From an optimization exercise on the open Yosys and OpenROAD flow, aimed at small area, a short achievable clock period and few clock cycles per item; shortcuts taken in it are not production practice. Function was checked by simulation only, so behaviour that the tests miss may differ from the original. Power is estimated from default activity; no workload was simulated.

==> design/flow/design.v <==
`default_nettype none `timescale 1ns / 1ns
module shift_add_multiplier #(
    parameter integer WIDTH = 16
) (
    input wire clk,
    input wire reset_n,
    input wire tvalid_slave_1,
    input signed [WIDTH-1:0] tdata_slave_1,
    output wire tready_slave_1,
    input wire tvalid_slave_2,
    input signed [WIDTH-1:0] tdata_slave_2,
    output wire tready_slave_2,
    output reg tvalid_master,
    output reg signed [WIDTH-1:0] tdata_master,
    input wire tready_master
);
  localparam StateInput = 0;
  localparam StateSignCorrection = 1;
  localparam StateCalc = 2;
  localparam StateOutput = 3;
  reg signed [2*WIDTH:0] product;
  wire input_transaction_1;
  wire input_transaction_2;
  wire output_transaction;
  reg [2:0] state;
  reg received_1;
  reg received_2;
  reg signed [WIDTH-1:0] factor_a;
  reg signed [WIDTH-1:0] factor_b;
  reg [$clog2(WIDTH-1):0] counter;
  assign input_transaction_1 = tvalid_slave_1 & tready_slave_1;
  assign input_transaction_2 = tvalid_slave_2 & tready_slave_2;
  assign output_transaction = tvalid_master & tready_master;
  assign tready_slave_1 = !received_1 & reset_n;
  assign tready_slave_2 = !received_2 & reset_n;
  always @(posedge clk) begin
    case (state)
      StateInput: begin
        if ((input_transaction_1 | received_1) & (input_transaction_2 | received_2)) begin
          state <= StateSignCorrection;
        end
        if (input_transaction_1) begin
          received_1 <= 1;
          factor_a   <= tdata_slave_1;
        end
        if (input_transaction_2) begin
          received_2 <= 1;
          factor_b   <= tdata_slave_2;
        end
      end
      StateSignCorrection: begin
        state <= StateCalc;
        product[2*WIDTH:WIDTH] <= {factor_a[WIDTH-1], {(WIDTH) {1'b0}}};
        if (factor_a < 0) begin
          factor_a <= ~factor_a + 1;
          product[WIDTH-1:0] <= ~factor_b + 1;
        end else begin
          product[WIDTH-1:0] <= factor_b;
        end
      end
      StateCalc: begin
        if (product[0] == 1) begin
          if (counter == WIDTH) begin
            product <= ({product[2*WIDTH:WIDTH] - factor_a, product[WIDTH-1:0]}) >>> 1;
          end else begin
            product <= ({product[2*WIDTH:WIDTH] + factor_a, product[WIDTH-1:0]}) >>> 1;
          end
        end else begin
          product <= product >>> 1;
        end
        if (counter == WIDTH) begin
          state <= StateOutput;
          tvalid_master <= 1;
          tdata_master <= product[WIDTH-1:0];
          counter <= 0;
        end else begin
          counter <= counter + 1;
        end
      end
      StateOutput: begin
        if (output_transaction) begin
          state <= StateInput;
          tvalid_master <= 0;
          received_1 <= 0;
          received_2 <= 0;
        end
      end
      default: begin
      end
    endcase
    if (!reset_n) begin
      state <= StateInput;
      product <= 0;
      received_1 <= 0;
      received_2 <= 0;
      factor_a <= 0;
      factor_b <= 0;
      counter <= 0;
      tvalid_master <= 0;
      tdata_master <= 0;
    end
  end
endmodule
==> design/flow/run.sh <==
#!/bin/bash
# synth_recipe.tcl (not shown) runs the flow's synth.tcl, then flattens the netlist and writes it again
# the make line also repeats each setting of config.mk as NAME=value (left out here)
make -C /OpenROAD-flow-scripts/flow DESIGN_CONFIG=/design/flow/config.mk WORK_HOME=/design/flow/orfs CLKGATE_MAP_FILE= SYNTH_SCRIPT=/design/flow/synth_recipe.tcl finish
==> design/flow/config.mk <==
export PLATFORM = sky130hd
export DESIGN_NAME = shift_add_multiplier
export DESIGN_NICKNAME = shift_add_multiplier
export VERILOG_FILES = /design/flow/design.v
export SDC_FILE = /design/flow/constraint.sdc
export NUM_CORES = 4
export LEC_CHECK = 0
export CAP_MARGIN = 20
export CORE_MARGIN = 2
export CORE_UTILIZATION = 40
export SLEW_MARGIN = 20
==> design/flow/constraint.sdc <==
create_clock -name core_clock -period 5.0 [get_ports {clk}]
set_input_delay 1.0000 -clock core_clock [delete_from_list [all_inputs] [get_ports {clk}]]
set_output_delay 1.0000 -clock core_clock [all_outputs]
set_load 0.01 [all_outputs]
==> results.txt, run 1 <==
- Status: no timing/DRC/antenna violations
- Flop pwr share: 0.310
- Seq cells post-synth: 91
- Largest net degree at the start of global routing: 93
- Post-synthesis sequential area ratio: 0.293
- Placer Congestion: 0.905
- Number of global-route vias before repair: 5267
- Cells after Synth: 818
- Critical path cell sequence: buf_2 -> nor2b_1 -> clkdlybuf4s50_1
- Global route overflow: 0
- Setup Fix Bufs, Post-CTS: 0
- # resized after CTS: 0
- Slowest CP cell: clkdlybuf4s50_1
- Hpwl dp: 12300 um
- Ports: 56
- Unrepaired setup endpoints after global routing: false
- Cell row count: 45
- Met3 usage: 0.0333
- Overall Global Routing Usage: 0.203
- Top_reg_cell synth: dfxtp_1
- Final setup viols: 0
- Worst Max-Slew Pin Slew: 0.999 ns
- Leakage: 2.73 nW
- Final Util: 0.472
- P&R area growth vs syn: 15.5%
- Die width: 129 um
- Max Buffers Root-to-Sink: 2
- Ys async rst share: 0
- DR WL/cell: 16.2 um
- Switching Fraction: 0.425
- Clock sinks: 91
- NetSw: 1.36 mW
- Core area: 0.0152 mm2
- GR Util met1: 0.290
- Met2 Resource Use GR: 0.321
- Initial cell density of the core: 0.408
- CTS Root Cell: clkbuf_16
- Fill cells: 1552
- Post-synth EDFFs: 0
- Layout Nets: 919
- Worst Path Buf+Inv: 2
- GRT Max-Usage Layer: met2
- Synthesized Nets: 897
- WHS: 0.454 ns
- Final Skew: 0.00795 ns
- CTS tree: done
- H-tree lvl count: 3
- Logic pwr share: 0.451
- Clock Power Share: 0.240
- Router iterations before antenna repair: 5
- Tmin final: 3.01 ns
- Count of input and output buffers: 55
- Rel. slew slack: 0.330
- Data required, critical path: 4.00 ns
- Worst Setup End Kind: output pin
- Slowest stage delay, CP: 0.61 ns
- Worst EP arrival: 2.01 ns
- Fmax: 0.332 GHz
- Yosys warning count: 1
- Via count: 5706
- Final Max Slew Viols: 0
- Drc violations: 0
- Via density: 5.52
- Num CTS Buffers: 9
- Critical Path Source Type: input port
- Critical path class: in2out
- CP max FO: 3
- Cell count after placement: 1017
- Yosys cell types: 68
- DRT Wirelength: 16700 um
- Final ANT Viol Nets: 0
- Reg area: 0.00182 mm2
- Tcrit/Tclk final: 0.602
- Hold Crit Class: reg2reg
- Clock transition at path regs: 0.07 ns
- # hold bufs at CTS: 0
- Later-pin clock latency in the skew report: 0.34 ns
- Pwr dens: 445 mW/mm2
- Final hold violations: 0
- Share of cells above drive strength 1: 0.0414
- First-pass GRT wire length: 26800 um
- Initial antenna violation count: 0
- Die Ht: 129 um
- N_diodes: 0
- Post-route insts no fill: 1033
- Multi-input combinational cell area: 0.00399 mm2
- Maxcap violations: 0
- Detailed Route Iter0 Violations: 479
- Maximum vdd drop: 0.221 mV
- Internal Pwr Total: 1.83 mW
- Die area: 0.0165 mm2
- Delay-heaviest family, CP: buffers and inverters
- Setup TNS: 0 ns
- Avg Synthesized Cell Area: 7.59 um2
- Syn Std Cell Area: 0.00621 mm2
## per-layer routing
metal	vias up	routed length [um]
met4	0	254
met3	16	856
met2	162	7320
met1	2627	8320
li1	2901	-
met5	-	0
## state kept, by name, summed over array words and instances (netlist names)
| name | flops |
|---|---|
| tdata_master | 16 |
| factor_a | 16 |
| received_2 | 1 |
| product | 33 |
| tvalid_master | 1 |
| state | 2 |
| counter | 5 |
| received_1 | 1 |
| factor_b | 16 |
## worst min-delay path: cells and delay by family (launching register included)
kind | cells | cell delay (ns)
and+or+nand+nor | 1 | 0.05
AOI/OAI and AO/OA | 1 | 0.05
DFF | 1 | 0.31
## synth_stat cells, drive strengths merged (8+ instances only)
cell type	instances	share of area
a21boi	34	0.041
clkbuf	38	0.023
xor2	15	0.021
nor2	38	0.023
mux2i	21	0.034
and2	10	0.010
o211ai	11	0.013
dfxtp	91	0.29
xnor2	17	0.024
nor3	14	0.011
o21ai	80	0.065
nand4	8	0.0081
a21o	8	0.0097
buf	12	0.0097
nand2	125	0.076
nor2b	25	0.025
inv	51	0.031
nand3	22	0.018
ha	40	0.081
a21oi	57	0.047
## area by class of cell
cell class              instances  area share
clock buffers                  11      0.0353
multi-input cells             625       0.557
repair buffers                 61      0.0824
well taps                     188      0.0328
flip-flops and latches         91       0.254
clock inverters                 5      0.0117
inverters                      52      0.0272
## cell families (layout without fill, tap and decap cells)
logic type                 count (synthesis)  in the layout  synth area share
xor gates and xnor gates                  32             32            0.0452
muxes                                     21             21            0.0339
DFF                                       91             91             0.293
adders and majority gates                 42             42            0.0871
and+or+nand+nor                          281            281             0.218
AOI/OAI and AO/OA                        249            249             0.259
buffers and inverters                    102            129            0.0641
## placed cells by master (no fill, tap or decap), types with 4 or more instances in the layout
cell | synthesis | layout
xnor2_1 | 17 | 17
o21ai_0 | 59 | 59
nor2_1 | 38 | 37
nand3_1 | 22 | 22
buf_4 | 0 | 6
o21a_1 | 4 | 4
clkdlybuf4s50_1 | 0 | 54
ha_1 | 40 | 40
o22ai_1 | 7 | 7
xor2_1 | 15 | 15
a31oi_1 | 7 | 7
o211a_1 | 4 | 4
and3_1 | 6 | 6
o21ai_1 | 21 | 21
nor4_1 | 7 | 7
nand4_1 | 8 | 8
a21o_1 | 8 | 8
and2_1 | 10 | 10
o211ai_1 | 11 | 11
a21boi_1 | 13 | 13
a21boi_0 | 21 | 21
clkbuf_16 | 0 | 9
nand2_1 | 125 | 125
nor2b_1 | 25 | 25
nor3b_1 | 5 | 5
inv_1 | 51 | 51
dfxtp_1 | 91 | 91
mux2i_1 | 21 | 21
nor3_1 | 14 | 14
a2111oi_0 | 4 | 4
nand2b_1 | 6 | 6
a21oi_1 | 56 | 56
o31ai_1 | 5 | 5
## worst paths after layout
check	slack (ns)	to	cells after the start	from
setup / recovery	1.99	tready_slave_2	3	reset_n
hold reg to reg	0.45	tdata_master[9]$_SDFFE_PN0P_	2	tdata_master[9]$_SDFFE_PN0P_
setup reg to reg	2.06	product[28]$_SDFFE_PN0P_	9	factor_a[1]$_SDFFE_PN0P_
hold / removal	0.45	tdata_master[9]$_SDFFE_PN0P_	2	tdata_master[9]$_SDFFE_PN0P_
## metrics by stage
step,power [mW],area [um2],setup slack [ns]
CTS,3.18,7170,1.99
detailed placement,2.41,6830,1.69
floorplan,2.05,6210,2.05
global route,3.41,7170,1.76
finish,3.19,7170,1.99
global placement,2.42,6830,1.67
## power groups by stage
| stage | Sequential, mW | Combinational, mW | Clock, mW |
|---|---|---|---|
| finish | 0.988 | 1.44 | 0.765 |
| global route | 1.01 | 1.59 | 0.806 |
| floorplan | 0.926 | 1.13 | 0 |
| global placement | 1.00 | 1.41 | 0 |
| detailed placement | 1.00 | 1.41 | 0 |
| CTS | 0.986 | 1.42 | 0.778 |
Testbench counts, summed over its fixed seeds: cycles 24,000, items 1,200.
==> inputs of run 2 (changes only) <==
==> design/flow/design.v (replaced) <==
`default_nettype none `timescale 1ns / 1ns
module shift_add_multiplier #(
    parameter integer WIDTH = 16
) (
    input wire clk,
    input wire reset_n,
    input wire tvalid_slave_1,
    input signed [WIDTH-1:0] tdata_slave_1,
    output wire tready_slave_1,
    input wire tvalid_slave_2,
    input signed [WIDTH-1:0] tdata_slave_2,
    output wire tready_slave_2,
    output wire tvalid_master,
    output wire signed [WIDTH-1:0] tdata_master,
    input wire tready_master
);
  reg held_1;
  reg held_2;
  reg [WIDTH-1:0] factor_a;
  reg [WIDTH-1:0] factor_b;
  wire output_transaction = tvalid_master & tready_master;
  wire input_transaction_1 = tvalid_slave_1 & tready_slave_1;
  wire input_transaction_2 = tvalid_slave_2 & tready_slave_2;
  assign tvalid_master  = held_1 & held_2;
  assign tready_slave_1 = ~held_1 | output_transaction;
  assign tready_slave_2 = ~held_2 | output_transaction;
  assign tdata_master   = factor_a * factor_b;
  always @(posedge clk) begin
    if (input_transaction_1) factor_a <= tdata_slave_1;
    if (input_transaction_2) factor_b <= tdata_slave_2;
    if (!reset_n) begin
      held_1 <= 1'b0;
      held_2 <= 1'b0;
    end else begin
      if (input_transaction_1) held_1 <= 1'b1;
      else if (output_transaction) held_1 <= 1'b0;
      if (input_transaction_2) held_2 <= 1'b1;
      else if (output_transaction) held_2 <= 1'b0;
    end
  end
endmodule
==> run 2 against run 1 <==
- sequential share of layout area shrank 11 points
- largest cell class unchanged
- critical path type is now reg2out
- highest routed layer unchanged
- flip-flop and latch count shrank 57
- clock skew shrank 0.0050 ns
- first-iteration DRC count shrank 69%
- the layout now fails its checks (setup timing)
- global-route usage shrank 3.0 points
- wire length shrank 36%
- clock power shrank 63%
==> results.txt, run 2 <==
- Worst EP arrival: 5.22 ns (+3.21 ns)
- Top_reg_cell synth: edfxtp_1
- H-tree lvl count: 2 (-1)
- Initial antenna violation count: 0 (unchanged)
- Share of cells above drive strength 1: 0.263 (+0.222)
- Worst Setup End Kind: output pin
- CTS Root Cell: clkbuf_16
- Die width: 116 um (-9.7%)
- Synth top cells by count: inv_1, fa_1, nand2_1, and2_1, ha_1
- Clock transition at path regs: 0.05 ns (-0.02 ns)
- Top cell by count, worst path: fa_1
- Cell row count: 40 (-11%)
- SO Faults: setup timing
- Tcrit/Tclk final: 1.24 (+0.642)
- Synthesized Nets: 680 (-24%)
- Drc violations: 0 (unchanged)
- Ports: 56 (unchanged)
- Final Max Slew Viols: 0 (unchanged)
- Maxcap violations: 0 (unchanged)
- N_diodes: 0 (unchanged)
- Layout Nets: 814 (-11%)
- Seq cells post-synth: 34 (-63%)
- Yosys cell types: 30 (-56%)
- Final hold violations: 0 (unchanged)
- Later-pin clock latency in the skew report: 0.27 ns (-0.07 ns)
- Syn Std Cell Area: 0.00503 mm2 (-19%)
- Router iterations before antenna repair: 4 (-1)
- Via count: 3645 (-36%)
- Critical Path Source Type: flip-flop
- Pwr dens: 718 mW/mm2 (+61%)
- Ys async rst share: 0 (unchanged)
- Final setup viols: 9 (+9)
- Commonest non-fill, non-tap cells in the layout: inv_1, fa_1, nand2_1
- Critical path cell sequence: buf_6 -> and2_1 -> fa_1 -> fa_1 -> ha_2 -> fa_1 -> inv_1 -> fa_1 -> fa_1 -> inv_2 -> ha_4 -> or4_4 -> a31o_1 -> a21oi_2 -> xnor2_2 -> buf_2
- Hpwl dp: 9250 um (-25%)
- Leakage: 3.23 nW (+18%)
- WHS: 0.622 ns (+0.167 ns)
- Share of the synthesized area in the top cell type: 0.319 (+0.0251)
- Detailed Route Iter0 Violations: 147 (-69%)
- Multi-input combinational cell area: 0.00384 mm2 (-3.8%)
- Number of global-route vias before repair: 3879 (-26%)
- Biggest regs: factor_a x16, factor_b x16
- Clock sinks: 34 (-63%)
- Max Buffers Root-to-Sink: 2 (unchanged)
- Placer Congestion: 0.860 (-4.9%)
- Slowest CP cell: fa_1
- Status: failed layout checks
- Critical path class: reg2out
- Slowest stage delay, CP: 0.59 ns (-0.02 ns)
- Fmax: 0.161 GHz (-52%)
- Die area: 0.0135 mm2 (-18%)
- Yosys warning count: 1 (unchanged)
- Largest area contributor in the netlist: fa_1
- Core area: 0.0122 mm2 (-20%)
- Power, Total: 4.90 mW (+54%)
- Hold Crit Class: reg2reg
- Top-count cell post-synth: inv_1
- Top cells by area, synth: fa_1, edfxtp_1, ha_1, inv_1, and2_1
- Worst Slack Setup Final: -1.22 ns (-3.21 ns)
- CTS tree: done
- DRT Wirelength: 10700 um (-36%)
- Avg Synthesized Cell Area: 9.78 um2 (+29%)
- CP max FO: 7 (+4)
- Initial cell density of the core: 0.413 (+0.00506)
- Post-synth EDFFs: 32 (+32)
- Via density: 4.46 (-19%)
- Unrepaired setup endpoints after global routing: true
- Final Skew: 0.00295 ns (-0.00500 ns)
- Worst Max-Slew Pin Slew: 0.744 ns (-0.255 ns)
- Worst slack, placed: -1.42 ns (-3.11 ns)
- Overall Global Routing Usage: 0.173 (-0.0298)
- Fill cells: 1091 (-30%)
- Num CTS Buffers: 5 (-4)
- Tmin final: 6.22 ns (+3.21 ns)
- Final ANT Viol Nets: 0 (unchanged)
- Most common cell after layout, fill and taps aside: inv_1
- P&R area growth vs syn: 35.9%
- Reg area: 0.00100 mm2 (-45%)
- Cells after Synth: 514 (-37%)
- Post-synthesis sequential area ratio: 0.199 (-0.0944)
- Data required, critical path: 4.00 ns (about the same)
- Largest net degree at the start of global routing: 17 (-82%)
- Count of input and output buffers: 55 (unchanged)
- First-pass GRT wire length: 18100 um (-32%)
- Rel. slew slack: 0.504 (+0.174)
- Die Ht: 116 um (-9.7%)
- DR WL/cell: 13.1 um (-19%)
- Global route overflow: 0 (unchanged)
- Maximum vdd drop: 0.602 mV (+170%)
run 2: cell count changes after synthesis, sizes merged, moves of 25 or more:
cell | before | now
fa | 2 | 80
edfxtp | 0 | 32
nor2b | 25 | 0
o21ai | 80 | 4
nor2 | 38 | 6
nand2 | 125 | 80
a21oi | 57 | 10
and2 | 10 | 67
a21boi | 34 | 0
dfxtp | 91 | 2
clkbuf | 38 | 12
inv | 51 | 115
run 2: final cells by class:
cell class / count / area share
clock buffer: 6 / 0.0189
clock inverter: 2 / 0.00128
inverter: 115 / 0.0632
multi-input combinational: 352 / 0.562
sequential: 34 / 0.146
tap: 168 / 0.0308
timing repair buffer: 140 / 0.178
run 2: cells by family after synthesis:
kind of cell	synth area share
AND/OR/NAND/NOR	0.154
adder cells (fa/ha/maj)	0.441
buffers and inverters	0.0971
XOR/XNOR	0.0737
flip-flops	0.199
AO/OA/AOI/OAI	0.0353
run 2: path summary, 6_finish.rpt:
path / start / end / slack, ns / cells after the start
setup / recovery: factor_b[3]$_DFFE_PP_ / tdata_master[13] / -1.22 / 16
hold / removal: held_1$_SDFFE_PN0P_ / held_1$_SDFFE_PN0P_ / 0.62 / 2
setup reg to reg: held_1$_SDFFE_PN0P_ / factor_b[12]$_DFFE_PP_ / 3.40 / 4
hold reg to reg: held_1$_SDFFE_PN0P_ / held_1$_SDFFE_PN0P_ / 0.62 / 2
run 2: worst max-delay path, delay by kind of cell (launching register included):
| family | cells | cell delay, ns |
|---|---|---|
| adders and majority gates | 7 | 2.79 |
| buffers and inverters | 4 | 0.42 |
| xor gates and xnor gates | 1 | 0.12 |
| AOI/OAI and AO/OA | 2 | 0.39 |
| and+or+nand+nor | 2 | 0.71 |
| DFF | 1 | 0.52 |
run 2: repair_timing:
action,in CTS,in global routing
endpoints found under the hold margin,0,0
setup endpoints to repair,11,11
gates resized for setup,84,23
hold buffers,0,0
buffers inserted,7,3
pin swaps,28,32
run 2: layer usage:
| layer | up-vias | GRT usage | routed length [um] | share of wire |
|---|---|---|---|---|
| li1 | 1807 | - | - | - |
| met1 | 1749 | 0.247 | 5180 | 0.48 |
| met2 | 79 | 0.288 | 5040 | 0.47 |
| met3 | 10 | 0.0156 | 381 | 0.036 |
| met4 | 0 | 0.0429 | 117 | 0.011 |
| met5 | - | 0 | 0 | 0 |
run 2: power breakdown:
part           total (mW)  internal [mW]  switching [mW]
Clock               0.281          0.181           0.100
Combinational        4.27           2.27            2.00
Sequential          0.351          0.334          0.0169
run 2: stage by stage:
step                instance area, um2  setup TNS (ns)   util  cells
floorplan                         5190           -3.52      -    514
global placement                  6430          -10.06  0.529    800
detailed placement                6430          -10.51  0.529    800
CTS                               6740           -8.29  0.555    815
global route                      6830          -10.06  0.562    817
finish                            6830           -8.34  0.562    817
Testbench counts of run 2, summed over its fixed seeds: cycles 1,208, items 1,200.

re-timing with driven ports:
How much do the figures lean on ideal ports? The routed layouts below were timed once more, with nothing changed but the port constraints.
Step 1: set_driving_cell puts a clkbuf_16 on clk and a buf_2 on each other input, an assumption about the parent block.
Step 2 times the ports against the registers' clock, not the clock port: input delays grow and output delays shrink by t, the midpoint of the rising clock arrivals with the driver on.
a / b / c = ideal / step 1 / step 2; a / b = the first two.
run	t (ns)	setup slack, ns	slew at the worst register clock pin (ns)
run 1	0.376	1.989 / 1.962 / 1.710	0.07 / 0.07
run 2	0.301	-1.223 / -1.253 / -0.952	0.05 / 0.05
The setup slack of run 1, which loses most, moves by -0.027 ns with the drivers and by -0.279 ns with both steps.
